This is an optimization exercise on Yosys and OpenROAD, whose aim is small area, a short achievable clock period and few clock cycles, not a production implementation. Only simulation tests tie the RTL to the original design; equivalence was not proved. Power and IR drop assume default switching activity.

[flow/design.v]
module SET ( clk , rst, en, central, radius, mode, busy, valid, candidate );
input clk, rst;
input en;
input [23:0] central;
input [11:0] radius;
input [1:0] mode;
output busy;
output reg valid;
output [7:0] candidate;
function [3:0] dist0; input [4:0] i;
  case (i)
    5'd0: dist0 = 4'd1;
    5'd1: dist0 = 4'd5;
    5'd2: dist0 = 4'd0;
    5'd3: dist0 = 4'd4;
    5'd4: dist0 = 4'd1;
    5'd5: dist0 = 4'd3;
    5'd6: dist0 = 4'd2;
    5'd7: dist0 = 4'd2;
    5'd8: dist0 = 4'd3;
    5'd9: dist0 = 4'd1;
    5'd10: dist0 = 4'd4;
    5'd11: dist0 = 4'd0;
    5'd12: dist0 = 4'd5;
    5'd13: dist0 = 4'd1;
    5'd14: dist0 = 4'd6;
    5'd15: dist0 = 4'd2;
    5'd16: dist0 = 4'd7;
    5'd17: dist0 = 4'd3;
    5'd18: dist0 = 4'd8;
    5'd19: dist0 = 4'd4;
    5'd20: dist0 = 4'd9;
    5'd21: dist0 = 4'd5;
    5'd22: dist0 = 4'd10;
    5'd23: dist0 = 4'd6;
    5'd24: dist0 = 4'd11;
    5'd25: dist0 = 4'd7;
    5'd26: dist0 = 4'd12;
    5'd27: dist0 = 4'd8;
    5'd28: dist0 = 4'd13;
    5'd29: dist0 = 4'd9;
    5'd30: dist0 = 4'd14;
    5'd31: dist0 = 4'd10;
    default: dist0 = 4'd0;
  endcase
endfunction
function [3:0] dist1; input [4:0] i;
  case (i)
    5'd0: dist1 = 4'd2;
    5'd1: dist1 = 4'd6;
    5'd2: dist1 = 4'd1;
    5'd3: dist1 = 4'd5;
    5'd4: dist1 = 4'd0;
    5'd5: dist1 = 4'd4;
    5'd6: dist1 = 4'd1;
    5'd7: dist1 = 4'd3;
    5'd8: dist1 = 4'd2;
    5'd9: dist1 = 4'd2;
    5'd10: dist1 = 4'd3;
    5'd11: dist1 = 4'd1;
    5'd12: dist1 = 4'd4;
    5'd13: dist1 = 4'd0;
    5'd14: dist1 = 4'd5;
    5'd15: dist1 = 4'd1;
    5'd16: dist1 = 4'd6;
    5'd17: dist1 = 4'd2;
    5'd18: dist1 = 4'd7;
    5'd19: dist1 = 4'd3;
    5'd20: dist1 = 4'd8;
    5'd21: dist1 = 4'd4;
    5'd22: dist1 = 4'd9;
    5'd23: dist1 = 4'd5;
    5'd24: dist1 = 4'd10;
    5'd25: dist1 = 4'd6;
    5'd26: dist1 = 4'd11;
    5'd27: dist1 = 4'd7;
    5'd28: dist1 = 4'd12;
    5'd29: dist1 = 4'd8;
    5'd30: dist1 = 4'd13;
    5'd31: dist1 = 4'd9;
    default: dist1 = 4'd0;
  endcase
endfunction
function [3:0] dist2; input [4:0] i;
  case (i)
    5'd0: dist2 = 4'd3;
    5'd1: dist2 = 4'd7;
    5'd2: dist2 = 4'd2;
    5'd3: dist2 = 4'd6;
    5'd4: dist2 = 4'd1;
    5'd5: dist2 = 4'd5;
    5'd6: dist2 = 4'd0;
    5'd7: dist2 = 4'd4;
    5'd8: dist2 = 4'd1;
    5'd9: dist2 = 4'd3;
    5'd10: dist2 = 4'd2;
    5'd11: dist2 = 4'd2;
    5'd12: dist2 = 4'd3;
    5'd13: dist2 = 4'd1;
    5'd14: dist2 = 4'd4;
    5'd15: dist2 = 4'd0;
    5'd16: dist2 = 4'd5;
    5'd17: dist2 = 4'd1;
    5'd18: dist2 = 4'd6;
    5'd19: dist2 = 4'd2;
    5'd20: dist2 = 4'd7;
    5'd21: dist2 = 4'd3;
    5'd22: dist2 = 4'd8;
    5'd23: dist2 = 4'd4;
    5'd24: dist2 = 4'd9;
    5'd25: dist2 = 4'd5;
    5'd26: dist2 = 4'd10;
    5'd27: dist2 = 4'd6;
    5'd28: dist2 = 4'd11;
    5'd29: dist2 = 4'd7;
    5'd30: dist2 = 4'd12;
    5'd31: dist2 = 4'd8;
    default: dist2 = 4'd0;
  endcase
endfunction
function [3:0] dist3; input [4:0] i;
  case (i)
    5'd0: dist3 = 4'd4;
    5'd1: dist3 = 4'd8;
    5'd2: dist3 = 4'd3;
    5'd3: dist3 = 4'd7;
    5'd4: dist3 = 4'd2;
    5'd5: dist3 = 4'd6;
    5'd6: dist3 = 4'd1;
    5'd7: dist3 = 4'd5;
    5'd8: dist3 = 4'd0;
    5'd9: dist3 = 4'd4;
    5'd10: dist3 = 4'd1;
    5'd11: dist3 = 4'd3;
    5'd12: dist3 = 4'd2;
    5'd13: dist3 = 4'd2;
    5'd14: dist3 = 4'd3;
    5'd15: dist3 = 4'd1;
    5'd16: dist3 = 4'd4;
    5'd17: dist3 = 4'd0;
    5'd18: dist3 = 4'd5;
    5'd19: dist3 = 4'd1;
    5'd20: dist3 = 4'd6;
    5'd21: dist3 = 4'd2;
    5'd22: dist3 = 4'd7;
    5'd23: dist3 = 4'd3;
    5'd24: dist3 = 4'd8;
    5'd25: dist3 = 4'd4;
    5'd26: dist3 = 4'd9;
    5'd27: dist3 = 4'd5;
    5'd28: dist3 = 4'd10;
    5'd29: dist3 = 4'd6;
    5'd30: dist3 = 4'd11;
    5'd31: dist3 = 4'd7;
    default: dist3 = 4'd0;
  endcase
endfunction
wire [3:0] xa = central[23:20], ya = central[19:16], ra = radius[11:8];
wire [3:0] xb = central[15:12], yb = central[11:8],  rb = radius[7:4];
wire [3:0] xc = central[7:4],   yc = central[3:0],   rc = radius[3:0];
wire bempty = (mode == 2'd0);
wire cempty = (mode == 2'd1);
wire call = ~mode[0];
reg phase;
wire [31:0] ma, mb, mc;
wire [4:0] ga0;
chordm u_cha0 (.i({dist0({ya, phase}), ra}), .o(ga0));
wire [4:0] ha0 = ga0;
rowm u_rma0 (.i({xa, ha0}), .o(ma[7:0]));
wire [4:0] ga1;
chordm u_cha1 (.i({dist1({ya, phase}), ra}), .o(ga1));
wire [4:0] ha1 = ga1;
rowm u_rma1 (.i({xa, ha1}), .o(ma[15:8]));
wire [4:0] ga2;
chordm u_cha2 (.i({dist2({ya, phase}), ra}), .o(ga2));
wire [4:0] ha2 = ga2;
rowm u_rma2 (.i({xa, ha2}), .o(ma[23:16]));
wire [4:0] ga3;
chordm u_cha3 (.i({dist3({ya, phase}), ra}), .o(ga3));
wire [4:0] ha3 = ga3;
rowm u_rma3 (.i({xa, ha3}), .o(ma[31:24]));
wire [4:0] gb0;
chordm u_chb0 (.i({dist0({yb, phase}), rb}), .o(gb0));
wire [4:0] hb0 = {gb0[4] & ~bempty, gb0[3:0]};
rowm u_rmb0 (.i({xb, hb0}), .o(mb[7:0]));
wire [4:0] gb1;
chordm u_chb1 (.i({dist1({yb, phase}), rb}), .o(gb1));
wire [4:0] hb1 = {gb1[4] & ~bempty, gb1[3:0]};
rowm u_rmb1 (.i({xb, hb1}), .o(mb[15:8]));
wire [4:0] gb2;
chordm u_chb2 (.i({dist2({yb, phase}), rb}), .o(gb2));
wire [4:0] hb2 = {gb2[4] & ~bempty, gb2[3:0]};
rowm u_rmb2 (.i({xb, hb2}), .o(mb[23:16]));
wire [4:0] gb3;
chordm u_chb3 (.i({dist3({yb, phase}), rb}), .o(gb3));
wire [4:0] hb3 = {gb3[4] & ~bempty, gb3[3:0]};
rowm u_rmb3 (.i({xb, hb3}), .o(mb[31:24]));
wire [4:0] gc0;
chordm u_chc0 (.i({dist0({yc, phase}), rc}), .o(gc0));
wire [4:0] hc0 = {(gc0[4] & ~cempty) | call, gc0[3:0] | {4{call}}};
rowm u_rmc0 (.i({xc, hc0}), .o(mc[7:0]));
wire [4:0] gc1;
chordm u_chc1 (.i({dist1({yc, phase}), rc}), .o(gc1));
wire [4:0] hc1 = {(gc1[4] & ~cempty) | call, gc1[3:0] | {4{call}}};
rowm u_rmc1 (.i({xc, hc1}), .o(mc[15:8]));
wire [4:0] gc2;
chordm u_chc2 (.i({dist2({yc, phase}), rc}), .o(gc2));
wire [4:0] hc2 = {(gc2[4] & ~cempty) | call, gc2[3:0] | {4{call}}};
rowm u_rmc2 (.i({xc, hc2}), .o(mc[23:16]));
wire [4:0] gc3;
chordm u_chc3 (.i({dist3({yc, phase}), rc}), .o(gc3));
wire [4:0] hc3 = {(gc3[4] & ~cempty) | call, gc3[3:0] | {4{call}}};
rowm u_rmc3 (.i({xc, hc3}), .o(mc[31:24]));
wire [31:0] hit = (ma & mb & ~mc) | (ma & ~mb & mc) | (~ma & mb & mc);
reg [6:0] cs0;
wire [6:0] acc0 = cs0 & {7{phase}};
reg [6:0] cs1;
wire [6:0] acc1 = cs1 & {7{phase}};
reg [6:0] cs2;
wire [6:0] acc2 = cs2 & {7{phase}};
reg [6:0] cs3;
wire [6:0] acc3 = cs3 & {7{phase}};
wire pc1;
wire pc2;
assign pc1 = acc0[0] ^ acc1[0] ^ acc2[0];
assign pc2 = (acc0[0] & acc1[0]) | (acc0[0] & acc2[0]) | (acc1[0] & acc2[0]);
wire pc3;
wire pc4;
assign pc3 = acc3[0] ^ pc1 ^ hit[0];
assign pc4 = (acc3[0] & pc1) | (acc3[0] & hit[0]) | (pc1 & hit[0]);
wire pc5;
wire pc6;
assign pc5 = hit[10] ^ hit[11] ^ hit[12];
assign pc6 = (hit[10] & hit[11]) | (hit[10] & hit[12]) | (hit[11] & hit[12]);
wire pc7;
wire pc8;
assign pc7 = hit[13] ^ hit[14] ^ hit[15];
assign pc8 = (hit[13] & hit[14]) | (hit[13] & hit[15]) | (hit[14] & hit[15]);
wire pc9;
wire pc10;
assign pc9 = hit[16] ^ hit[17] ^ hit[18];
assign pc10 = (hit[16] & hit[17]) | (hit[16] & hit[18]) | (hit[17] & hit[18]);
wire pc11;
wire pc12;
assign pc11 = hit[19] ^ hit[1] ^ hit[20];
assign pc12 = (hit[19] & hit[1]) | (hit[19] & hit[20]) | (hit[1] & hit[20]);
wire pc13;
wire pc14;
assign pc13 = hit[21] ^ hit[22] ^ hit[23];
assign pc14 = (hit[21] & hit[22]) | (hit[21] & hit[23]) | (hit[22] & hit[23]);
wire pc15;
wire pc16;
assign pc15 = hit[24] ^ hit[25] ^ hit[26];
assign pc16 = (hit[24] & hit[25]) | (hit[24] & hit[26]) | (hit[25] & hit[26]);
wire pc17;
wire pc18;
assign pc17 = hit[27] ^ hit[28] ^ hit[29];
assign pc18 = (hit[27] & hit[28]) | (hit[27] & hit[29]) | (hit[28] & hit[29]);
wire pc19;
wire pc20;
assign pc19 = hit[2] ^ hit[30] ^ hit[31];
assign pc20 = (hit[2] & hit[30]) | (hit[2] & hit[31]) | (hit[30] & hit[31]);
wire pc21;
wire pc22;
assign pc21 = hit[3] ^ hit[4] ^ hit[5];
assign pc22 = (hit[3] & hit[4]) | (hit[3] & hit[5]) | (hit[4] & hit[5]);
wire pc23;
wire pc24;
assign pc23 = hit[6] ^ hit[7] ^ hit[8];
assign pc24 = (hit[6] & hit[7]) | (hit[6] & hit[8]) | (hit[7] & hit[8]);
wire pc25;
wire pc26;
assign pc25 = hit[9] ^ pc11 ^ pc13;
assign pc26 = (hit[9] & pc11) | (hit[9] & pc13) | (pc11 & pc13);
wire pc27;
wire pc28;
assign pc27 = pc15 ^ pc17 ^ pc19;
assign pc28 = (pc15 & pc17) | (pc15 & pc19) | (pc17 & pc19);
wire pc29;
wire pc30;
assign pc29 = pc21 ^ pc23 ^ pc3;
assign pc30 = (pc21 & pc23) | (pc21 & pc3) | (pc23 & pc3);
wire pc31;
wire pc32;
assign pc31 = pc5 ^ pc7 ^ pc9;
assign pc32 = (pc5 & pc7) | (pc5 & pc9) | (pc7 & pc9);
wire pc33;
wire pc34;
assign pc33 = acc0[1] ^ acc1[1] ^ acc2[1];
assign pc34 = (acc0[1] & acc1[1]) | (acc0[1] & acc2[1]) | (acc1[1] & acc2[1]);
wire pc35;
wire pc36;
assign pc35 = acc3[1] ^ pc2 ^ pc33;
assign pc36 = (acc3[1] & pc2) | (acc3[1] & pc33) | (pc2 & pc33);
wire pc37;
wire pc38;
assign pc37 = pc35 ^ pc10 ^ pc12;
assign pc38 = (pc35 & pc10) | (pc35 & pc12) | (pc10 & pc12);
wire pc39;
wire pc40;
assign pc39 = pc14 ^ pc16 ^ pc18;
assign pc40 = (pc14 & pc16) | (pc14 & pc18) | (pc16 & pc18);
wire pc41;
wire pc42;
assign pc41 = pc20 ^ pc22 ^ pc24;
assign pc42 = (pc20 & pc22) | (pc20 & pc24) | (pc22 & pc24);
wire pc43;
wire pc44;
assign pc43 = pc4 ^ pc6 ^ pc8;
assign pc44 = (pc4 & pc6) | (pc4 & pc8) | (pc6 & pc8);
wire pc45;
wire pc46;
assign pc45 = pc26 ^ pc28 ^ pc30;
assign pc46 = (pc26 & pc28) | (pc26 & pc30) | (pc28 & pc30);
wire pc47;
wire pc48;
assign pc47 = pc32 ^ pc37 ^ pc39;
assign pc48 = (pc32 & pc37) | (pc32 & pc39) | (pc37 & pc39);
wire pc49;
wire pc50;
assign pc49 = acc0[2] ^ acc1[2] ^ acc2[2];
assign pc50 = (acc0[2] & acc1[2]) | (acc0[2] & acc2[2]) | (acc1[2] & acc2[2]);
wire pc51;
wire pc52;
assign pc51 = acc3[2] ^ pc34 ^ pc49;
assign pc52 = (acc3[2] & pc34) | (acc3[2] & pc49) | (pc34 & pc49);
wire pc53;
wire pc54;
assign pc53 = pc36 ^ pc51 ^ pc38;
assign pc54 = (pc36 & pc51) | (pc36 & pc38) | (pc51 & pc38);
wire pc55;
wire pc56;
assign pc55 = pc40 ^ pc42 ^ pc44;
assign pc56 = (pc40 & pc42) | (pc40 & pc44) | (pc42 & pc44);
wire pc57;
wire pc58;
assign pc57 = acc0[3] ^ acc1[3] ^ acc2[3];
assign pc58 = (acc0[3] & acc1[3]) | (acc0[3] & acc2[3]) | (acc1[3] & acc2[3]);
wire pc59;
wire pc60;
assign pc59 = acc3[3] ^ pc50 ^ pc57;
assign pc60 = (acc3[3] & pc50) | (acc3[3] & pc57) | (pc50 & pc57);
wire pc61;
wire pc62;
assign pc61 = acc0[4] ^ acc1[4] ^ acc2[4];
assign pc62 = (acc0[4] & acc1[4]) | (acc0[4] & acc2[4]) | (acc1[4] & acc2[4]);
wire pc63;
wire pc64;
assign pc63 = acc0[5] ^ acc1[5] ^ acc2[5];
assign pc64 = (acc0[5] & acc1[5]) | (acc0[5] & acc2[5]) | (acc1[5] & acc2[5]);
wire pc65;
wire pc66;
assign pc65 = acc0[6] ^ acc1[6] ^ acc2[6];
assign pc66 = (acc0[6] & acc1[6]) | (acc0[6] & acc2[6]) | (acc1[6] & acc2[6]);
always @(posedge clk) begin
  cs0 <= {acc3[6],acc3[5],acc3[4],pc52,pc46,pc41,pc25};
  cs1 <= {pc64,pc62,pc58,pc54,pc48,pc43,pc27};
  cs2 <= {pc65,pc63,pc60,pc56,pc53,pc45,pc29};
  cs3 <= {1'b0,1'b0,pc61,pc59,pc55,pc47,pc31};
end
assign candidate = {1'b0, cs0 + cs1 + cs2 + cs3};
always @(posedge clk or posedge rst)
  if (rst) begin
    phase <= 1'b0;
    valid <= 1'b0;
  end else begin
    phase <= en;
    valid <= phase;
  end
assign busy = phase;
endmodule
module chordm(i, o);
  input [7:0] i;
  wire [7:0] i;
  output [4:0] o;
  wire [4:0] o;
  wire _000_;
  wire _001_;
  wire _002_;
  wire _003_;
  wire _004_;
  wire _005_;
  wire _006_;
  wire _007_;
  wire _008_;
  wire _009_;
  wire _010_;
  wire _011_;
  wire _012_;
  wire _013_;
  wire _014_;
  wire _015_;
  wire _016_;
  wire _017_;
  wire _018_;
  wire _019_;
  wire _020_;
  wire _021_;
  wire _022_;
  wire _023_;
  wire _024_;
  wire _025_;
  wire _026_;
  wire _027_;
  wire _028_;
  wire _029_;
  wire _030_;
  wire _031_;
  wire _032_;
  wire _033_;
  wire _034_;
  wire _035_;
  wire _036_;
  wire _037_;
  wire _038_;
  wire _039_;
  wire _040_;
  wire _041_;
  wire _042_;
  wire _043_;
  wire _044_;
  wire _045_;
  wire _046_;
  wire _047_;
  wire _048_;
  wire _049_;
  wire _050_;
  wire _051_;
  wire _052_;
  wire _053_;
  wire _054_;
  wire _055_;
  wire _056_;
  wire _057_;
  wire _058_;
  wire _059_;
  wire _060_;
  wire _061_;
  wire _062_;
  wire _063_;
  wire _064_;
  wire _065_;
  wire _066_;
  wire _067_;
  wire _068_;
  wire _069_;
  wire _070_;
  wire _071_;
  wire _072_;
  wire _073_;
  wire _074_;
  wire _075_;
  wire _076_;
  wire _077_;
  wire _078_;
  wire _079_;
  wire _080_;
  wire _081_;
  wire _082_;
  wire _083_;
  wire _084_;
  wire _085_;
  wire _086_;
  wire _087_;
  assign _005_ = ~i[2];
  assign _006_ = ~i[7];
  assign _007_ = i[0] & ~(i[4]);
  assign _008_ = i[1] & ~(i[5]);
  assign _009_ = ~((_008_ & _007_) | _006_);
  assign _010_ = _009_ | _005_;
  assign _011_ = ~i[1];
  assign _012_ = i[0] & ~(i[5]);
  assign _013_ = _012_ ^ _011_;
  assign _014_ = i[4] & ~(i[2]);
  assign _015_ = i[5] & ~(i[0]);
  assign _016_ = ~(_015_ | _014_);
  assign _017_ = i[2] & ~(i[4]);
  assign _018_ = _011_ & ~(_017_);
  assign _019_ = _016_ & ~(_018_);
  assign _020_ = _013_ & ~(_019_);
  assign _021_ = i[2] & ~(i[6]);
  assign _022_ = ~_021_;
  assign _023_ = ~((_022_ | _020_) & _010_);
  assign _024_ = ~i[6];
  assign _025_ = i[5] & ~(i[1]);
  assign _026_ = _025_ & ~(_024_);
  assign _027_ = ~_026_;
  assign _028_ = ~i[3];
  assign _029_ = ~(_008_ | _007_);
  assign _030_ = ~((i[6] & _005_) | _025_);
  assign _031_ = _030_ & ~(_029_);
  assign _032_ = _022_ & ~(_031_);
  assign _033_ = _032_ | _028_;
  assign _034_ = i[7] & ~(_033_);
  assign _035_ = _016_ & _013_;
  assign _036_ = ~((_012_ & i[4]) | _015_);
  assign _037_ = _035_ | ~(_036_);
  assign _038_ = i[4] & ~(i[0]);
  assign _039_ = ~(_038_ | _007_);
  assign _040_ = ~(_039_ | _035_);
  assign _041_ = _023_ ? _037_ : _040_;
  assign _042_ = _041_ | ~(_034_);
  assign _043_ = ~_014_;
  assign _044_ = i[4] & ~(i[1]);
  assign _045_ = _044_ & ~(i[5]);
  assign _046_ = ~(_045_ | _015_);
  assign _047_ = _046_ | _043_;
  assign _048_ = ~_017_;
  assign _049_ = ~_025_;
  assign _050_ = ~((_049_ | _048_) & i[6]);
  assign _051_ = _047_ & ~(_050_);
  assign _052_ = ~((_035_ | i[3]) & _051_);
  assign _053_ = ~((_035_ & i[3]) | _052_);
  assign _054_ = ~((_039_ & i[6]) | _032_);
  assign _055_ = _028_ & ~(_054_);
  assign _056_ = _013_ & ~(_046_);
  assign _057_ = _038_ | _011_;
  assign _058_ = ~((_057_ | _015_) & _024_);
  assign _059_ = ~((_058_ | _056_) & _006_);
  assign _060_ = _059_ | _055_;
  assign o[1] = ~((_060_ | _053_) & _042_);
  assign _061_ = _057_ & ~(_007_);
  assign _062_ = ~((_061_ & o[1]) | i[7]);
  assign _063_ = ~((_062_ & _027_) | _023_);
  assign o[3] = i[3] & ~(_063_);
  assign _064_ = i[1] & ~(i[6]);
  assign _065_ = ~(_064_ & _012_);
  assign _066_ = ~((_065_ & _023_) | _033_);
  assign _067_ = _005_ & ~(_026_);
  assign _068_ = _067_ & o[1];
  assign _069_ = _068_ | _066_;
  assign _070_ = i[6] & ~(i[3]);
  assign _071_ = _070_ & ~(_008_);
  assign _072_ = ~((_026_ & i[2]) | _071_);
  assign _073_ = _072_ & ~(_067_);
  assign o[2] = _062_ ? _073_ : _069_;
  assign _074_ = _024_ & ~(_015_);
  assign _075_ = _044_ & ~(i[3]);
  assign _076_ = _039_ | i[5];
  assign _077_ = ~((_075_ | _074_) & _076_);
  assign _078_ = ~((_068_ | _006_) & _077_);
  assign _079_ = i[1] & ~(_012_);
  assign _080_ = _079_ & ~(_048_);
  assign _081_ = _080_ | _045_;
  assign _082_ = ~((_081_ | i[6]) & _034_);
  assign _083_ = ~((_036_ & _049_) | _043_);
  assign _084_ = i[3] & ~(i[7]);
  assign _085_ = ~(_084_ & _012_);
  assign _086_ = _018_ ? _015_ : _016_;
  assign _087_ = ~((_086_ & _085_) | _024_);
  assign _000_ = _087_ & ~(_083_);
  assign _001_ = _000_ | _055_;
  assign o[0] = ~((_082_ & _078_) | _001_);
  assign _002_ = ~_038_;
  assign _003_ = ~((_002_ & _030_) | _084_);
  assign _004_ = _003_ & ~(_054_);
  assign o[4] = ~((i[7] & _028_) | _004_);
endmodule
module rowm(i, o);
  input [8:0] i;
  wire [8:0] i;
  output [7:0] o;
  wire [7:0] o;
  wire _000_;
  wire _001_;
  wire _002_;
  wire _003_;
  wire _004_;
  wire _005_;
  wire _006_;
  wire _007_;
  wire _008_;
  wire _009_;
  wire _010_;
  wire _011_;
  wire _012_;
  wire _013_;
  wire _014_;
  wire _015_;
  wire _016_;
  wire _017_;
  wire _018_;
  wire _019_;
  wire _020_;
  wire _021_;
  wire _022_;
  wire _023_;
  wire _024_;
  wire _025_;
  wire _026_;
  wire _027_;
  wire _028_;
  wire _029_;
  wire _030_;
  wire _031_;
  wire _032_;
  wire _033_;
  wire _034_;
  wire _035_;
  wire _036_;
  wire _037_;
  wire _038_;
  wire _039_;
  wire _040_;
  wire _041_;
  wire _042_;
  wire _043_;
  wire _044_;
  wire _045_;
  wire _046_;
  wire _047_;
  wire _048_;
  wire _049_;
  wire _050_;
  wire _051_;
  wire _052_;
  wire _053_;
  wire _054_;
  wire _055_;
  wire _056_;
  wire _057_;
  wire _058_;
  wire _059_;
  wire _060_;
  wire _061_;
  wire _062_;
  wire _063_;
  wire _064_;
  wire _065_;
  wire _066_;
  wire _067_;
  wire _068_;
  wire _069_;
  wire _070_;
  wire _071_;
  wire _072_;
  wire _073_;
  assign _000_ = ~(i[2] | i[3]);
  assign _001_ = ~_000_;
  assign _002_ = ~(i[6] | i[1]);
  assign _003_ = ~_002_;
  assign _004_ = ~(i[5] | i[0]);
  assign _005_ = i[6] & i[1];
  assign _006_ = _004_ & ~(_005_);
  assign _007_ = ~_006_;
  assign _008_ = ~((_007_ & _003_) | _001_);
  assign _009_ = i[8] & ~(i[3]);
  assign _010_ = ~_009_;
  assign _011_ = i[1] & ~(i[6]);
  assign _012_ = ~((_011_ & i[2]) | _010_);
  assign _013_ = i[4] & ~(_012_);
  assign _014_ = i[0] & ~(i[5]);
  assign _015_ = ~i[2];
  assign _016_ = i[6] & ~(i[1]);
  assign _017_ = i[5] & ~(i[0]);
  assign _018_ = ~(_017_ | _016_);
  assign _019_ = ~(_018_ | _011_);
  assign _020_ = i[4] & ~(_019_);
  assign _021_ = _020_ & ~(_015_);
  assign _022_ = ~((_021_ & _014_) | _013_);
  assign _023_ = ~(_022_ | _008_);
  assign _024_ = ~_023_;
  assign _025_ = _015_ & ~(_011_);
  assign _026_ = _025_ & ~(_014_);
  assign _027_ = _019_ & ~(_001_);
  assign _028_ = i[7] | ~(i[4]);
  assign _029_ = _028_ | _027_;
  assign _030_ = _029_ | _026_;
  assign _031_ = i[7] | i[3];
  assign _032_ = _031_ | i[8];
  assign _033_ = i[2] & ~(_002_);
  assign _034_ = ~((_033_ & _007_) | _032_);
  assign o[6] = ~((_030_ & _024_) | _034_);
  assign _035_ = ~_017_;
  assign _036_ = ~((_016_ & _015_) | _009_);
  assign _037_ = i[3] & ~(i[8]);
  assign _038_ = _037_ | _036_;
  assign _039_ = ~(_038_ | _035_);
  assign _040_ = _039_ | _012_;
  assign _041_ = ~i[3];
  assign _042_ = i[2] & ~(_016_);
  assign _043_ = ~_042_;
  assign _044_ = ~((_043_ & _017_) | _025_);
  assign _045_ = _041_ & ~(_044_);
  assign _046_ = ~((_045_ | i[7]) & _040_);
  assign _047_ = i[5] & i[0];
  assign _048_ = _047_ | _005_;
  assign _049_ = _048_ | _001_;
  assign _050_ = ~((_049_ | _003_) & i[4]);
  assign _051_ = _033_ | _032_;
  assign _052_ = _015_ & ~(_005_);
  assign _053_ = _047_ & ~(_052_);
  assign _054_ = ~(_053_ | _051_);
  assign _055_ = _054_ | _050_;
  assign o[5] = _046_ & ~(_055_);
  assign _056_ = ~(_033_ | _031_);
  assign _057_ = ~((_052_ | _004_) & _056_);
  assign _058_ = ~((_038_ | _014_) & _013_);
  assign _059_ = ~((_045_ & _006_) | _058_);
  assign _060_ = _014_ & ~(_025_);
  assign _061_ = _043_ & ~(_060_);
  assign _062_ = ~((_061_ & _041_) | _029_);
  assign o[4] = _059_ ? _057_ : _062_;
  assign _063_ = ~((_023_ | _021_) & _049_);
  assign _064_ = ~(_020_ & i[7]);
  assign _065_ = _036_ & ~(_026_);
  assign _066_ = i[7] & ~(_037_);
  assign _067_ = _066_ & ~(_065_);
  assign _068_ = _038_ & _020_;
  assign _069_ = _067_ & ~(_068_);
  assign o[3] = ~((_064_ & _063_) | _069_);
  assign o[2] = ~((_064_ & _024_) | _067_);
  assign _070_ = ~(_044_ & _010_);
  assign _071_ = ~((_070_ & _066_) | _040_);
  assign o[1] = _071_ & ~(_050_);
  assign _072_ = ~((_061_ | _009_) & _066_);
  assign o[0] = _072_ & _059_;
  assign _073_ = ~((_048_ & _033_) | _032_);
  assign o[7] = ~((_063_ & _029_) | _073_);
endmodule
[flow/run.sh]
#!/bin/bash
# synth_recipe.tcl (not shown) runs the flow's synth.tcl, then flattens the netlist and writes it again
# the make line also repeats each setting of config.mk as NAME=value (left out here)
make -C /OpenROAD-flow-scripts/flow DESIGN_CONFIG=/design/flow/config.mk WORK_HOME=/design/flow/orfs CLKGATE_MAP_FILE= SYNTH_SCRIPT=/design/flow/synth_recipe.tcl finish
[flow/config.mk]
export PLATFORM = sky130hd
export DESIGN_NAME = SET
export DESIGN_NICKNAME = SET
export VERILOG_FILES = /design/flow/design.v
export SDC_FILE = /design/flow/constraint.sdc
export NUM_CORES = 4
export LEC_CHECK = 0
export ABC_AREA = 1
export CAP_MARGIN = 20
export CORE_MARGIN = 2
export CORE_UTILIZATION = 60
export SLEW_MARGIN = 20
[flow/constraint.sdc]
create_clock -name core_clock -period 9.0 [get_ports {clk}]
set_input_delay 1.8000 -clock core_clock [delete_from_list [all_inputs] [get_ports {clk}]]
set_output_delay 1.8000 -clock core_clock [all_outputs]
set_load 0.01 [all_outputs]
==> flow_results.xml, run 1 <==
<?xml version="1.0" encoding="UTF-8"?>
<metrics>
  <group name="drt">
    <metric name="vias" unit="">19200</metric>
    <metric name="drt-total-wl" unit="um">49200</metric>
    <metric name="drc" unit="">0</metric>
    <metric name="post_drt_antenna_nets" unit="">0</metric>
    <metric name="drt_pass1_iterations" unit="">8</metric>
    <metric name="detail_route.vias_per_cell" unit="">5.86</metric>
    <metric name="detail_route.wl_per_cell" unit="um">15.1</metric>
    <metric name="drt_iter0_markers" unit="">1845</metric>
  </group>
  <group name="sta">
    <metric name="min_period_over_period" unit="%">85.6</metric>
    <metric name="maxSlewViolCount" unit="">0</metric>
    <metric name="max_clock_freq" unit="GHz">0.130</metric>
    <metric name="setup-violations-final" unit="">0</metric>
    <metric name="worst-slew-pin-transition" unit="ps">911</metric>
    <metric name="final_period_minus_worst_setup_slack" unit="ps">7700</metric>
    <metric name="count_of_endpoints_failing_hold_in_the_final_timing_report" unit="">0</metric>
    <metric name="max_slew_margin" unit="%">39.1</metric>
    <metric name="grt_setup_unrepaired" unit="">no</metric>
    <metric name="timing.clock.skew" unit="ps">6.86</metric>
    <metric name="final.setup.tns" unit="ps">0</metric>
    <metric name="holdWs" unit="ps">480</metric>
  </group>
  <group name="clock_network">
    <metric name="htreeDepth" unit="">1</metric>
    <metric name="cts_inserted_buffers" unit="">3</metric>
    <metric name="tritoncts" unit="">built</metric>
    <metric name="cts.sinks" unit="">26</metric>
    <metric name="holdBufCountCts" unit="">0</metric>
    <metric name="cts_resized" unit="">0</metric>
    <metric name="postCtsSetupRepairBufs" unit="">0</metric>
    <metric name="clk_latency_worst_skew_pair" unit="ps">270</metric>
    <metric name="root_buffer" unit="">sky130_fd_sc_hd__clkbuf_16</metric>
    <metric name="clockBufferDepth" unit="">2</metric>
    <metric name="clk_pin_slew" unit="ps">70</metric>
  </group>
  <group name="layout">
    <metric name="final_non_filler_cells" unit="">3270</metric>
    <metric name="most-common-layout-cells" unit="">sky130_fd_sc_hd__nand2_1, sky130_fd_sc_hd__inv_1, sky130_fd_sc_hd__nor2_1, sky130_fd_sc_hd__nand3_1, sky130_fd_sc_hd__o21ai_0</metric>
    <metric name="area_growth_syn_to_layout" unit="%">5.08</metric>
    <metric name="layout.nets" unit="">3100</metric>
    <metric name="drive_gt1_share" unit="%">8.35</metric>
    <metric name="num_antenna_cells" unit="">0</metric>
    <metric name="postLayoutCellArea" unit="um2">15600</metric>
    <metric name="mostFrequentLayoutCell" unit="">sky130_fd_sc_hd__nand2_1</metric>
  </group>
  <group name="grt">
    <metric name="grt.met2_usage" unit="%">63.2</metric>
    <metric name="grt_start_max_net_pins" unit="">37</metric>
    <metric name="grt_antenna_before_repair" unit="">0</metric>
    <metric name="use_met3" unit="%">3.62</metric>
    <metric name="grt.overflow.total" unit="">0</metric>
    <metric name="top_usage_layer" unit="">met2</metric>
    <metric name="grt_pass1_vias" unit="">17900</metric>
    <metric name="total_routing_usage_reported_by_global_routing" unit="%">36.9</metric>
    <metric name="grt_pass1_wl" unit="um">81500</metric>
    <metric name="grt_met1_use" unit="%">47.5</metric>
  </group>
  <group name="logic_synthesis">
    <metric name="syn_nets" unit="">3098</metric>
    <metric name="post_synthesis_sequential_area_ratio" unit="%">3.56</metric>
    <metric name="synth_top_flop_cell" unit="">sky130_fd_sc_hd__dfxtp_1</metric>
    <metric name="syn_inst" unit="">2945</metric>
    <metric name="synth_top_cell_area_share" unit="%">26.5</metric>
    <metric name="mappedNetlistArea" unit="um2">14900</metric>
    <metric name="post-synth-top-area-cell" unit="">sky130_fd_sc_hd__nand2_1</metric>
    <metric name="syn-mean-instance-area" unit="um2">5.05</metric>
    <metric name="yosys-top-cells-area" unit="">sky130_fd_sc_hd__nand2_1, sky130_fd_sc_hd__inv_1, sky130_fd_sc_hd__nand3_1, sky130_fd_sc_hd__nor2_1, sky130_fd_sc_hd__ha_1</metric>
    <metric name="synth_async_sr_flop_share" unit="%">7.69</metric>
    <metric name="yosys_warnings" unit="">1</metric>
    <metric name="post_synth_edffs" unit="">0</metric>
    <metric name="ff_latch_count_synth" unit="">26</metric>
    <metric name="synth.distinct_cells" unit="">67</metric>
  </group>
  <group name="critical_path">
    <metric name="crit_required" unit="ps">9140</metric>
    <metric name="crit_path_max_incr_delay" unit="ps">1010</metric>
    <metric name="cp-start-kind" unit="">input pin</metric>
    <metric name="critPathMaxFanout" unit="">19</metric>
    <metric name="slowest_stage" unit="">sky130_fd_sc_hd__clkdlybuf4s50_1</metric>
    <metric name="worst_setup_path_end_kind" unit="">register</metric>
    <metric name="worst-path-buf-inv" unit="">4</metric>
    <metric name="critical_path_arrival" unit="ps">7840</metric>
    <metric name="worst_path_most_repeated_cell" unit="">sky130_fd_sc_hd__nand2_1</metric>
    <metric name="critical_path.top_delay_family" unit="">simple AND/OR/NAND/NOR gates</metric>
    <metric name="criticalPathCategory" unit="">input pin to register</metric>
  </group>
  <group name="pwr">
    <metric name="power" unit="W">0.00277</metric>
    <metric name="static_leakage" unit="nW">8.81</metric>
    <metric name="powerDensity" unit="nW/um2">177</metric>
    <metric name="vdd_ir_drop_max" unit="V">0.000457</metric>
  </group>
  <group name="place">
    <metric name="place.detailed.hpwl" unit="um">40100</metric>
    <metric name="place.port_buffers" unit="">49</metric>
    <metric name="number_of_placed_cells_counting_well_taps" unit="">3266</metric>
    <metric name="global_placement_routability_congestion" unit="">1.08</metric>
    <metric name="place_area" unit="um2">15500</metric>
  </group>
  <group name="floorplan">
    <metric name="floorplan.core_area" unit="um2">24300</metric>
    <metric name="start_util" unit="%">61.2</metric>
    <metric name="dieHeight" unit="um">162</metric>
    <metric name="die_w" unit="um">162</metric>
    <metric name="io_pins" unit="">51</metric>
    <metric name="cell_rows" unit="">57</metric>
    <metric name="die_area" unit="um2">26100</metric>
  </group>
  <group name="outcome">
    <metric name="run_status" unit="">finished clean</metric>
  </group>
  <group name="min_path">
    <metric name="class_of_the_tightest_hold_or_removal_check" unit="">register to register</metric>
  </group>
  <group name="job">
    <metric name="maxCapViolations" unit="">0</metric>
  </group>
</metrics>
==> metal layers <==
metal,vias to the layer above,part of all wire [%]
li1,9405,-
met1,8565,41
met2,1042,45
met3,147,9.6
met4,0,3.7
met5,-,0
==> worst reg2reg max path: cells and delay by family, from the launching register on <==
kind / cells / cell delay, ps
AND/OR/NAND/NOR: 22 / 2110
flip-flops: 1 / 550
adder cells (fa/ha/maj): 5 / 2010
AO/OA/AOI/OAI: 3 / 860
buffers and inverters: 3 / 590
==> state kept, by name, summed over array words and instances (netlist names) <==
register / count
cs1: 7
cs2: 7
cs0: 5
cs3: 5
valid: 1
phase: 1
==> synthesized netlist by cell type, types with 19 or more instances <==
| cell | count |
|---|---|
| sky130_fd_sc_hd__nand2_2 | 60 |
| sky130_fd_sc_hd__inv_2 | 77 |
| sky130_fd_sc_hd__fa_1 | 41 |
| sky130_fd_sc_hd__nand2_1 | 1049 |
| sky130_fd_sc_hd__nand3_1 | 241 |
| sky130_fd_sc_hd__o21ai_0 | 135 |
| sky130_fd_sc_hd__clkbuf_1 | 29 |
| sky130_fd_sc_hd__o21ai_2 | 19 |
| sky130_fd_sc_hd__dfxtp_1 | 24 |
| sky130_fd_sc_hd__o21ai_1 | 102 |
| sky130_fd_sc_hd__ha_1 | 71 |
| sky130_fd_sc_hd__a21oi_1 | 122 |
| sky130_fd_sc_hd__a31oi_1 | 21 |
| sky130_fd_sc_hd__nor2_1 | 284 |
| sky130_fd_sc_hd__nor2_2 | 19 |
| sky130_fd_sc_hd__nor3_1 | 22 |
| sky130_fd_sc_hd__inv_1 | 381 |
| sky130_fd_sc_hd__nand4_1 | 55 |
==> worst paths after layout <==
check / from / to / slack (ps) / cells after the start
worst max-delay path: radius[2] / cs3[1] / 1300 / 28
worst min-delay path: cs3[4] / cs0[4] / 480 / 2
worst max register to register: phase / cs3[1] / 2750 / 33
worst min register to register: cs3[4] / cs0[4] / 480 / 2
max in group asynchronous: rst / phase / 7210 / 2
min in group asynchronous: rst / valid / 1670 / 2
==> cells by family after synthesis <==
logic type | share of synthesized area (%)
AOI/OAI and AO/OA | 18.4
xor gates and xnor gates | 0.647
adders and majority gates | 11.5
buffers and inverters | 14.0
DFF | 3.56
muxes | 0.134
other | 0.0252
and+or+nand+nor | 51.7
==> power breakdown <==
| part | internal (W) | total [W] | switching [W] |
|---|---|---|---|
| Sequential | 0.000173 | 0.000212 | 0.0000391 |
| Combinational | 0.000937 | 0.00242 | 0.00149 |
| Clock | 0.0000886 | 0.000131 | 0.0000421 |
==> per-stage QoR <==
| step | setup slack [ps] | util, % |
|---|---|---|
| after floorplan | 2600 | - |
| after global placement | 1280 | 63.9 |
| after detailed placement | 1100 | 63.9 |
| after CTS | 1360 | 64.3 |
| after global routing | 829 | 64.3 |
| final | 1300 | 64.3 |
==> final cells by class <==
type | instances | area (um2)
multi-input cells | 2390 | 12300
fillers | 2542 | 8680
inverters | 465 | 1750
repair buffers | 61 | 581
flip-flops and latches | 26 | 532
well taps | 324 | 405
clock buffers | 3 | 75.1
clock inverters | 1 | 30.0
Testbench counts, summed over its fixed seeds: cycles 648.
==> inputs of run 2 (changes only) <==
==> flow/flow/run.sh (new file) <==
#!/bin/bash
# Layout: the standard flow (standard.sh) with one change: buffer_ports
# puts a sky130_fd_sc_hd__buf_4 on every input and output port instead of the
# slow delay-cell buffer it picks by default. Every port still gets a buffer.
set -e
export BUFFER_PORTS_ARGS="-buffer_cell sky130_fd_sc_hd__buf_4"
bash standard.sh finish > standard.log 2>&1
==> flow/standard.sh (new file) <==
#!/bin/bash
# synth_recipe.tcl (not shown) runs the flow's synth.tcl, then flattens the netlist and writes it again
# the make line also repeats each setting of config.mk as NAME=value (left out here)
make -C /OpenROAD-flow-scripts/flow DESIGN_CONFIG=/design/flow/config.mk WORK_HOME=/design/flow/orfs CLKGATE_MAP_FILE= SYNTH_SCRIPT=/design/flow/synth_recipe.tcl "${@:-finish}"
--- a/flow/config.mk
+++ b/flow/config.mk
@@ -9,4 +9,5 @@
 export CAP_MARGIN = 20
 export CORE_MARGIN = 2
 export CORE_UTILIZATION = 60
+export SETUP_SLACK_MARGIN = 1.5
 export SLEW_MARGIN = 20
removed: flow/run.sh
==> run 2 against run 1 <==
Sequential cell count is the same. Utilization fell by 0.79 points. Register-to-register slack improved by 60 ps. Critical path depth up 9. Largest power group unchanged. Routed wire length shrank 1.9%. Final area is 1.2% lower. Global-route usage down 0.72 points.
==> flow_results.xml, run 2 <==
<?xml version="1.0" encoding="UTF-8"?>
<metrics>
  <group name="outcome">
    <metric name="run_status" unit="">finished clean</metric>
  </group>
  <group name="logic_synthesis">
    <metric name="synth_async_sr_flop_share" unit="%">7.69</metric>
    <metric name="post_synth_edffs" unit="">0</metric>
    <metric name="synth_top_cell_area_share" unit="%">26.5</metric>
    <metric name="post-synth-top-area-cell" unit="">sky130_fd_sc_hd__nand2_1</metric>
    <metric name="synth.distinct_cells" unit="">67</metric>
    <metric name="synth_top_flop_cell" unit="">sky130_fd_sc_hd__dfxtp_1</metric>
    <metric name="syn_nets" unit="">3098</metric>
    <metric name="yosys_warnings" unit="">1</metric>
    <metric name="syn_inst" unit="">2945</metric>
    <metric name="ff_latch_count_synth" unit="">26</metric>
    <metric name="yosys-top-cells-area" unit="">sky130_fd_sc_hd__nand2_1, sky130_fd_sc_hd__inv_1, sky130_fd_sc_hd__nand3_1, sky130_fd_sc_hd__nor2_1, sky130_fd_sc_hd__ha_1</metric>
    <metric name="syn-mean-instance-area" unit="um2">5.05</metric>
    <metric name="most_frequent_cell_after_synthesis" unit="">sky130_fd_sc_hd__nand2_1</metric>
    <metric name="post_synthesis_sequential_area_ratio" unit="%">3.56</metric>
    <metric name="synth_common_cells" unit="">sky130_fd_sc_hd__nand2_1, sky130_fd_sc_hd__inv_1, sky130_fd_sc_hd__nor2_1</metric>
    <metric name="mappedNetlistArea" unit="um2">14900</metric>
  </group>
  <group name="place">
    <metric name="place.detailed.hpwl" unit="um">39500</metric>
    <metric name="detailedPlace.worstSlack" unit="ps">1780</metric>
    <metric name="global_placement_routability_congestion" unit="">1.08</metric>
    <metric name="number_of_placed_cells_counting_well_taps" unit="">3256</metric>
    <metric name="place.port_buffers" unit="">49</metric>
  </group>
  <group name="pwr">
    <metric name="powerDensity" unit="nW/um2">174</metric>
    <metric name="vdd_ir_drop_max" unit="V">0.000536</metric>
    <metric name="static_leakage" unit="nW">8.80</metric>
    <metric name="power" unit="W">0.00269</metric>
  </group>
  <group name="floorplan">
    <metric name="io_pins" unit="">51</metric>
    <metric name="start_util" unit="%">61.2</metric>
    <metric name="die_w" unit="um">162</metric>
    <metric name="cell_rows" unit="">57</metric>
    <metric name="die_area" unit="um2">26100</metric>
    <metric name="dieHeight" unit="um">162</metric>
    <metric name="floorplan.core_area" unit="um2">24300</metric>
  </group>
  <group name="critical_path">
    <metric name="reg2reg_slack" unit="ps">2810</metric>
    <metric name="worst_path_most_repeated_cell" unit="">sky130_fd_sc_hd__nand2_1</metric>
    <metric name="criticalPathCategory" unit="">input pin to register</metric>
    <metric name="worst_setup_path_end_kind" unit="">register</metric>
    <metric name="crit_path_max_incr_delay" unit="ps">500</metric>
    <metric name="critical_path_arrival" unit="ps">7150</metric>
    <metric name="critPathMaxFanout" unit="">12</metric>
    <metric name="r2r-end" unit="">cs2[1]</metric>
    <metric name="reg2reg_from" unit="">phase</metric>
    <metric name="slowest_stage" unit="">sky130_fd_sc_hd__fa_1</metric>
    <metric name="crit_required" unit="ps">9150</metric>
    <metric name="worst_r2r_path_depth" unit="">31</metric>
    <metric name="cp-start-kind" unit="">input pin</metric>
  </group>
  <group name="grt">
    <metric name="total_routing_usage_reported_by_global_routing" unit="%">36.2</metric>
    <metric name="grt_pass1_wl" unit="um">80000</metric>
    <metric name="grt.overflow.total" unit="">0</metric>
    <metric name="grt_pass1_vias" unit="">17200</metric>
    <metric name="grt_start_max_net_pins" unit="">47</metric>
    <metric name="grt_antenna_before_repair" unit="">0</metric>
  </group>
  <group name="clock_network">
    <metric name="clk_latency_worst_skew_pair" unit="ps">260</metric>
    <metric name="holdBufCountCts" unit="">0</metric>
    <metric name="clk_pin_slew" unit="ps">70</metric>
    <metric name="htreeDepth" unit="">1</metric>
    <metric name="postCtsSetupRepairBufs" unit="">0</metric>
    <metric name="cts_resized" unit="">0</metric>
    <metric name="tritoncts" unit="">built</metric>
    <metric name="cts_inserted_buffers" unit="">3</metric>
    <metric name="cts.sinks" unit="">26</metric>
    <metric name="clockBufferDepth" unit="">2</metric>
    <metric name="root_buffer" unit="">sky130_fd_sc_hd__clkbuf_16</metric>
  </group>
  <group name="sta">
    <metric name="holdWs" unit="ps">472</metric>
    <metric name="maxSlewViolCount" unit="">0</metric>
    <metric name="final_period_minus_worst_setup_slack" unit="ps">7000</metric>
    <metric name="timing.clock.skew" unit="ps">4.16</metric>
    <metric name="worst-slew-pin-transition" unit="ps">738</metric>
    <metric name="grt_setup_unrepaired" unit="">no</metric>
    <metric name="final.setup.tns" unit="ps">0</metric>
    <metric name="count_of_endpoints_failing_hold_in_the_final_timing_report" unit="">0</metric>
    <metric name="max_slew_margin" unit="%">50.7</metric>
    <metric name="timing.final.ws_setup" unit="ps">2000</metric>
    <metric name="setup-violations-final" unit="">0</metric>
    <metric name="max_clock_freq" unit="GHz">0.143</metric>
    <metric name="min_period_over_period" unit="%">77.8</metric>
  </group>
  <group name="min_path">
    <metric name="min_delay_worst_endpoint" unit="">cs0[4]</metric>
    <metric name="class_of_the_tightest_hold_or_removal_check" unit="">register to register</metric>
    <metric name="whs_path_depth" unit="">2</metric>
    <metric name="min-delay-start" unit="">cs3[4]</metric>
  </group>
  <group name="layout">
    <metric name="drive_gt1_share" unit="%">9.71</metric>
    <metric name="num_antenna_cells" unit="">0</metric>
    <metric name="fillerInstances" unit="">2452</metric>
    <metric name="mostFrequentLayoutCell" unit="">sky130_fd_sc_hd__nand2_1</metric>
    <metric name="layout.nets" unit="">3090</metric>
    <metric name="layout_top_registers" unit="">cs1 x7, cs2 x7</metric>
    <metric name="final_non_filler_cells" unit="">3260</metric>
    <metric name="area_growth_syn_to_layout" unit="%">3.79</metric>
    <metric name="most-common-layout-cells" unit="">sky130_fd_sc_hd__nand2_1, sky130_fd_sc_hd__inv_1, sky130_fd_sc_hd__nor2_1, sky130_fd_sc_hd__nand3_1, sky130_fd_sc_hd__o21ai_0</metric>
  </group>
  <group name="drt">
    <metric name="drt_iter0_markers" unit="">2118</metric>
    <metric name="drt-total-wl" unit="um">48300</metric>
    <metric name="drt_pass1_iterations" unit="">8</metric>
    <metric name="detail_route.wl_per_cell" unit="um">14.8</metric>
    <metric name="post_drt_antenna_nets" unit="">0</metric>
    <metric name="detail_route.vias_per_cell" unit="">5.84</metric>
    <metric name="vias" unit="">19000</metric>
    <metric name="drc" unit="">0</metric>
  </group>
  <group name="job">
    <metric name="maxCapViolations" unit="">0</metric>
  </group>
</metrics>
-- run 2: cell counts after synthesis --
Identical to the previous run, type by type.
-- run 2: kinds of logic (layout without fill, tap and decap cells) --
logic type / after synthesis / after routing / share of synthesized area [%]
simple gates: 1787 / 1787 / 51.7
buf+inv: 529 / 520 / 14.0
compound gates: 477 / 477 / 18.4
fa+ha+maj: 112 / 112 / 11.5
flops: 26 / 26 / 3.56
xor+xnor: 11 / 11 / 0.647
mux: 2 / 2 / 0.134
other cells: 1 / 1 / 0.0252
-- run 2: layer usage --
layer / share of wire, % / GRT usage, %
met5: 0 / 0
met1: 43 / 48.9
met3: 8.9 / 3.44
met4: 4.3 / 14.7
met2: 44 / 59.3
-- run 2: worst max path at each step --
stage | from | to | slack (ps) | depth (start not counted)
global placement | central[8] | cs3[1] | 1820 | 35
CTS | central[8] | cs3[1] | 2040 | 35
finish | central[16] | cs2[1] | 2000 | 37
detailed placement | central[8] | cs3[1] | 1780 | 33
floorplan | central[16] | cs2[1] | 2600 | 36
global route | central[8] | cs3[1] | 1560 | 33
-- run 2: report_power, final --
group	switching, W	internal (W)
Combinational	0.00148	0.000868
Sequential	0.0000398	0.000173
Clock	0.0000427	0.0000885
-- run 2: critical path: cells and delay by family --
kind | cells | cell delay (ps)
AO/OA/AOI/OAI | 3 | 510
XOR/XNOR | 1 | 170
adder cells (fa/ha/maj) | 5 | 1950
buffers and inverters | 6 | 780
AND/OR/NAND/NOR | 22 | 1930
-- run 2: through the flow --
step	instance area [um2]	util, %
2_1_floorplan	14900	-
3_3_place_gp	15300	63.1
3_5_place_dp	15300	63.1
4_1_cts	15400	63.5
5_1_grt	15400	63.5
6_report	15400	63.5
-- run 2: area by class of cell --
type | instances | area, um2 | share of cell area (%)
clock buffer | 3 | 75.1 | 0.486
clock inverter | 1 | 30.0 | 0.194
inverter | 465 | 1750 | 11.3
multi-input combinational | 2390 | 12300 | 79.4
sequential | 26 | 532 | 3.44
tap | 324 | 405 | 2.62
timing repair buffer | 51 | 383 | 2.48
==> inputs of run 3 (changes only) <==
--- a/flow/config.mk
+++ b/flow/config.mk
@@ -8,6 +8,7 @@
 export ABC_AREA = 1
 export CAP_MARGIN = 20
 export CORE_MARGIN = 2
-export CORE_UTILIZATION = 60
+export CORE_UTILIZATION = 70
+export PLACE_DENSITY = 0.72
 export SETUP_SLACK_MARGIN = 1.5
 export SLEW_MARGIN = 20
==> run 3 against run 2 <==
Still clean. Routed wire length is 0.41% lower. Register-to-register slack got worse by 320 ps. Worst hold slack better by 12 ps. Combinational power about the same. Sequential cell count is the same. Clock power barely moved. Global-route usage is 6.3 points higher. Synthesized cell count unchanged. Final area down 0.49%. Critical endpoint is now cs3[1]. Largest cell class unchanged. Largest power group unchanged.
==> flow_results.xml, run 3 <==
<?xml version="1.0" encoding="UTF-8"?>
<metrics>
  <group name="grt">
    <metric name="grt.overflow.total" unit="">0</metric>
    <metric name="grt_pass1_vias" unit="">17500</metric>
    <metric name="grt_start_max_net_pins" unit="">47</metric>
    <metric name="grt_antenna_before_repair" unit="">0</metric>
    <metric name="total_routing_usage_reported_by_global_routing" unit="%">42.4</metric>
    <metric name="grt_pass1_wl" unit="um">80100</metric>
  </group>
  <group name="critical_path">
    <metric name="critPathMaxFanout" unit="">14</metric>
    <metric name="cp-start-kind" unit="">input pin</metric>
    <metric name="criticalPathCategory" unit="">input pin to register</metric>
    <metric name="worst_setup_path_end_kind" unit="">register</metric>
    <metric name="critical_path_arrival" unit="ps">7190</metric>
    <metric name="crit_required" unit="ps">9140</metric>
  </group>
  <group name="sta">
    <metric name="maxSlewViolCount" unit="">0</metric>
    <metric name="final_period_minus_worst_setup_slack" unit="ps">7050</metric>
    <metric name="max_slew_margin" unit="%">26.8</metric>
    <metric name="grt_setup_unrepaired" unit="">no</metric>
    <metric name="count_of_endpoints_failing_hold_in_the_final_timing_report" unit="">0</metric>
    <metric name="max_clock_freq" unit="GHz">0.142</metric>
    <metric name="timing.final.ws_setup" unit="ps">1950</metric>
    <metric name="min_period_over_period" unit="%">78.3</metric>
    <metric name="timing.clock.skew" unit="ps">2.39</metric>
    <metric name="final.setup.tns" unit="ps">0</metric>
    <metric name="setup-violations-final" unit="">0</metric>
    <metric name="worst-slew-pin-transition" unit="ps">1100</metric>
  </group>
  <group name="logic_synthesis">
    <metric name="mappedNetlistArea" unit="um2">14900</metric>
    <metric name="post-synth-top-area-cell" unit="">sky130_fd_sc_hd__nand2_1</metric>
    <metric name="synth_top_cell_area_share" unit="%">26.5</metric>
    <metric name="synth_common_cells" unit="">sky130_fd_sc_hd__nand2_1, sky130_fd_sc_hd__inv_1, sky130_fd_sc_hd__nor2_1</metric>
    <metric name="syn_nets" unit="">3098</metric>
    <metric name="syn_inst" unit="">2945</metric>
    <metric name="synth_top_flop_cell" unit="">sky130_fd_sc_hd__dfxtp_1</metric>
    <metric name="synth.distinct_cells" unit="">67</metric>
    <metric name="ff_latch_count_synth" unit="">26</metric>
    <metric name="synth_async_sr_flop_share" unit="%">7.69</metric>
    <metric name="post_synthesis_sequential_area_ratio" unit="%">3.56</metric>
    <metric name="post_synth_edffs" unit="">0</metric>
    <metric name="yosys-top-cells-area" unit="">sky130_fd_sc_hd__nand2_1, sky130_fd_sc_hd__inv_1, sky130_fd_sc_hd__nand3_1, sky130_fd_sc_hd__nor2_1, sky130_fd_sc_hd__ha_1</metric>
    <metric name="most_frequent_cell_after_synthesis" unit="">sky130_fd_sc_hd__nand2_1</metric>
    <metric name="yosys_warnings" unit="">1</metric>
    <metric name="syn-mean-instance-area" unit="um2">5.05</metric>
  </group>
  <group name="clock_network">
    <metric name="cts_resized" unit="">0</metric>
    <metric name="cts_inserted_buffers" unit="">3</metric>
    <metric name="holdBufCountCts" unit="">0</metric>
    <metric name="cts.sinks" unit="">26</metric>
    <metric name="clockBufferDepth" unit="">2</metric>
    <metric name="tritoncts" unit="">built</metric>
    <metric name="root_buffer" unit="">sky130_fd_sc_hd__clkbuf_16</metric>
    <metric name="clk_latency_worst_skew_pair" unit="ps">260</metric>
    <metric name="clk_pin_slew" unit="ps">70</metric>
    <metric name="htreeDepth" unit="">1</metric>
    <metric name="postCtsSetupRepairBufs" unit="">0</metric>
  </group>
  <group name="floorplan">
    <metric name="die_w" unit="um">150</metric>
    <metric name="die_area" unit="um2">22400</metric>
    <metric name="floorplan.core_area" unit="um2">21000</metric>
    <metric name="start_util" unit="%">71.0</metric>
    <metric name="dieHeight" unit="um">150</metric>
    <metric name="cell_rows" unit="">53</metric>
    <metric name="io_pins" unit="">51</metric>
  </group>
  <group name="layout">
    <metric name="layout.nets" unit="">3089</metric>
    <metric name="area_growth_syn_to_layout" unit="%">3.29</metric>
    <metric name="layout_top_registers" unit="">cs1 x7, cs2 x7</metric>
    <metric name="drive_gt1_share" unit="%">9.68</metric>
    <metric name="final_non_filler_cells" unit="">3210</metric>
    <metric name="most-common-layout-cells" unit="">sky130_fd_sc_hd__nand2_1, sky130_fd_sc_hd__inv_1, sky130_fd_sc_hd__nor2_1, sky130_fd_sc_hd__nand3_1, sky130_fd_sc_hd__o21ai_0</metric>
    <metric name="num_antenna_cells" unit="">0</metric>
    <metric name="postLayoutCellArea" unit="um2">15400</metric>
    <metric name="post-route-util" unit="%">73.4</metric>
    <metric name="fillerInstances" unit="">1921</metric>
    <metric name="mostFrequentLayoutCell" unit="">sky130_fd_sc_hd__nand2_1</metric>
  </group>
  <group name="pwr">
    <metric name="power.share.sequential" unit="%">7.7</metric>
    <metric name="swShare" unit="%">58.0</metric>
    <metric name="vdd_ir_drop_max" unit="V">0.000304</metric>
    <metric name="p_switching" unit="W">0.00158</metric>
    <metric name="powerDensity" unit="nW/um2">177</metric>
    <metric name="clock_power_share" unit="%">4.8</metric>
    <metric name="cell_internal_pwr" unit="W">0.00114</metric>
    <metric name="static_leakage" unit="nW">8.80</metric>
    <metric name="combPwrFrac" unit="%">87.5</metric>
  </group>
  <group name="place">
    <metric name="global_placement_routability_congestion" unit="">1.08</metric>
    <metric name="place_area" unit="um2">15300</metric>
    <metric name="place.detailed.hpwl" unit="um">38300</metric>
    <metric name="place.port_buffers" unit="">49</metric>
    <metric name="detailedPlace.worstSlack" unit="ps">1830</metric>
    <metric name="number_of_placed_cells_counting_well_taps" unit="">3206</metric>
  </group>
  <group name="drt">
    <metric name="vias" unit="">19300</metric>
    <metric name="detail_route.vias_per_cell" unit="">6.02</metric>
    <metric name="drt_pass1_iterations" unit="">9</metric>
    <metric name="drc" unit="">0</metric>
    <metric name="drt-total-wl" unit="um">48100</metric>
    <metric name="detail_route.wl_per_cell" unit="um">15.0</metric>
    <metric name="drt_iter0_markers" unit="">2141</metric>
    <metric name="post_drt_antenna_nets" unit="">0</metric>
  </group>
  <group name="outcome">
    <metric name="run_status" unit="">finished clean</metric>
  </group>
  <group name="min_path">
    <metric name="class_of_the_tightest_hold_or_removal_check" unit="">register to register</metric>
  </group>
  <group name="job">
    <metric name="maxCapViolations" unit="">0</metric>
  </group>
</metrics>
[run 3: changes by cell type in the layout (fill, tap and decap cells not counted), sizes merged]
cell,change
buf,-1
[run 3: layout make-up]
class,count,area [um2],area share [%]
Clock buffer,3,75.1,0.488
Tap cell,275,344,2.24
Clock inverter,1,30.0,0.195
Inverter,465,1750,11.4
Timing Repair Buffer,50,375,2.44
Sequential cell,26,532,3.46
Multi-Input combinational cell,2390,12300,79.8
[run 3: through the flow]
stage	hold slack (ps)	total power, W
after floorplan	442	0.00183
after global placement	472	0.00239
after detailed placement	477	0.00249
after CTS	485	0.00266
after global routing	512	0.00301
final	484	0.00271
[run 3: worst paths after layout]
kind / startpoint / to / slack (ps) / cells past startpoint
max: central[1] / cs3[1] / 1950 / 25
min: cs3[4] / cs0[4] / 480 / 2
max reg2reg: phase / cs3[1] / 2490 / 23
min reg2reg: cs3[4] / cs0[4] / 480 / 2
max in group asynchronous: rst / phase / 7500 / 2
min in group asynchronous: rst / phase / 1380 / 2
[run 3: layer usage]
metal | global-route usage (%) | vias up | share of wire (%)
met5 | 0 | - | 0
met2 | 69.4 | 1267 | 44
li1 | - | 9397 | -
met1 | 55.6 | 8433 | 39
met4 | 18.5 | 0 | 4.6
met3 | 6.01 | 215 | 12
[run 3: critical path: stages]
cell	delay, ps
sky130_fd_sc_hd__buf_4	190
sky130_fd_sc_hd__inv_2	130
sky130_fd_sc_hd__ha_1	210
sky130_fd_sc_hd__nand2_1	60
sky130_fd_sc_hd__inv_1	30
sky130_fd_sc_hd__nor3_1	600
sky130_fd_sc_hd__inv_1	210
sky130_fd_sc_hd__nor2_1	220
sky130_fd_sc_hd__nand2_1	80
sky130_fd_sc_hd__nand2_1	140
sky130_fd_sc_hd__nand2_1	90
sky130_fd_sc_hd__o21ai_0	80
sky130_fd_sc_hd__nand2_1	70
sky130_fd_sc_hd__nand3_1	420
sky130_fd_sc_hd__nand2_1	160
sky130_fd_sc_hd__nand2_1	150
sky130_fd_sc_hd__o21ai_0	90
sky130_fd_sc_hd__a211oi_1	630
sky130_fd_sc_hd__nand2_1	90
sky130_fd_sc_hd__o21ai_0	100
sky130_fd_sc_hd__nand2_1	100
sky130_fd_sc_hd__fa_1	570
sky130_fd_sc_hd__inv_1	60
sky130_fd_sc_hd__fa_1	420
sky130_fd_sc_hd__fa_1	470
[run 3: kinds of logic after synthesis]
group           share of synthesized area (%)
simple gates                             51.7
buf+inv                                  14.0
compound gates                           18.4
fa+ha+maj                                11.5
flops                                    3.56
xor+xnor                                0.647
mux                                     0.134
other cells                            0.0252
[run 3: power groups by stage]
stage / logic (W) / registers (W) / clock network (W)
floorplan: 0.00163 / 0.000201 / 0
global placement: 0.00219 / 0.000208 / 0
detailed placement: 0.00228 / 0.000209 / 0
CTS: 0.00232 / 0.000209 / 0.000130
global route: 0.00266 / 0.000214 / 0.000136
finish: 0.00237 / 0.000210 / 0.000129

## port drivers added, routing unchanged
In the flow no input, the clock included, has a driving cell. The finished layouts below were timed again as built, in two steps. Step 1: set_driving_cell puts a clkbuf_16 on clk and a buf_2 on each other input, an assumption about the parent block. Step 2 moves the port delays by t, midway between the first and last clock arrival at a register: inputs arrive t later, outputs are due t later. That takes back most of the time a late clock gives input paths. Three values: ideal ports, drivers, drivers and shift; two values: the first two.
| run | t (ns) | slack for setup (ns) | slew at the worst register clock pin (ns) | cell pins on the clock port's net |
|---|---|---|---|---|
| run 1 | 0.296 | 1.295 / 1.298 / 1.002 | 0.07 / 0.07 | 1 |
| run 2 | 0.292 | 1.999 / 2.010 / 1.718 | 0.07 / 0.07 | 1 |
| run 3 | 0.289 | 1.950 / 1.955 / 1.666 | 0.07 / 0.07 | 1 |
After both steps every run listed still meets setup and hold. The setup slack of run 1, which loses most, moves by +0.003 ns with the drivers and by -0.293 ns with both steps.
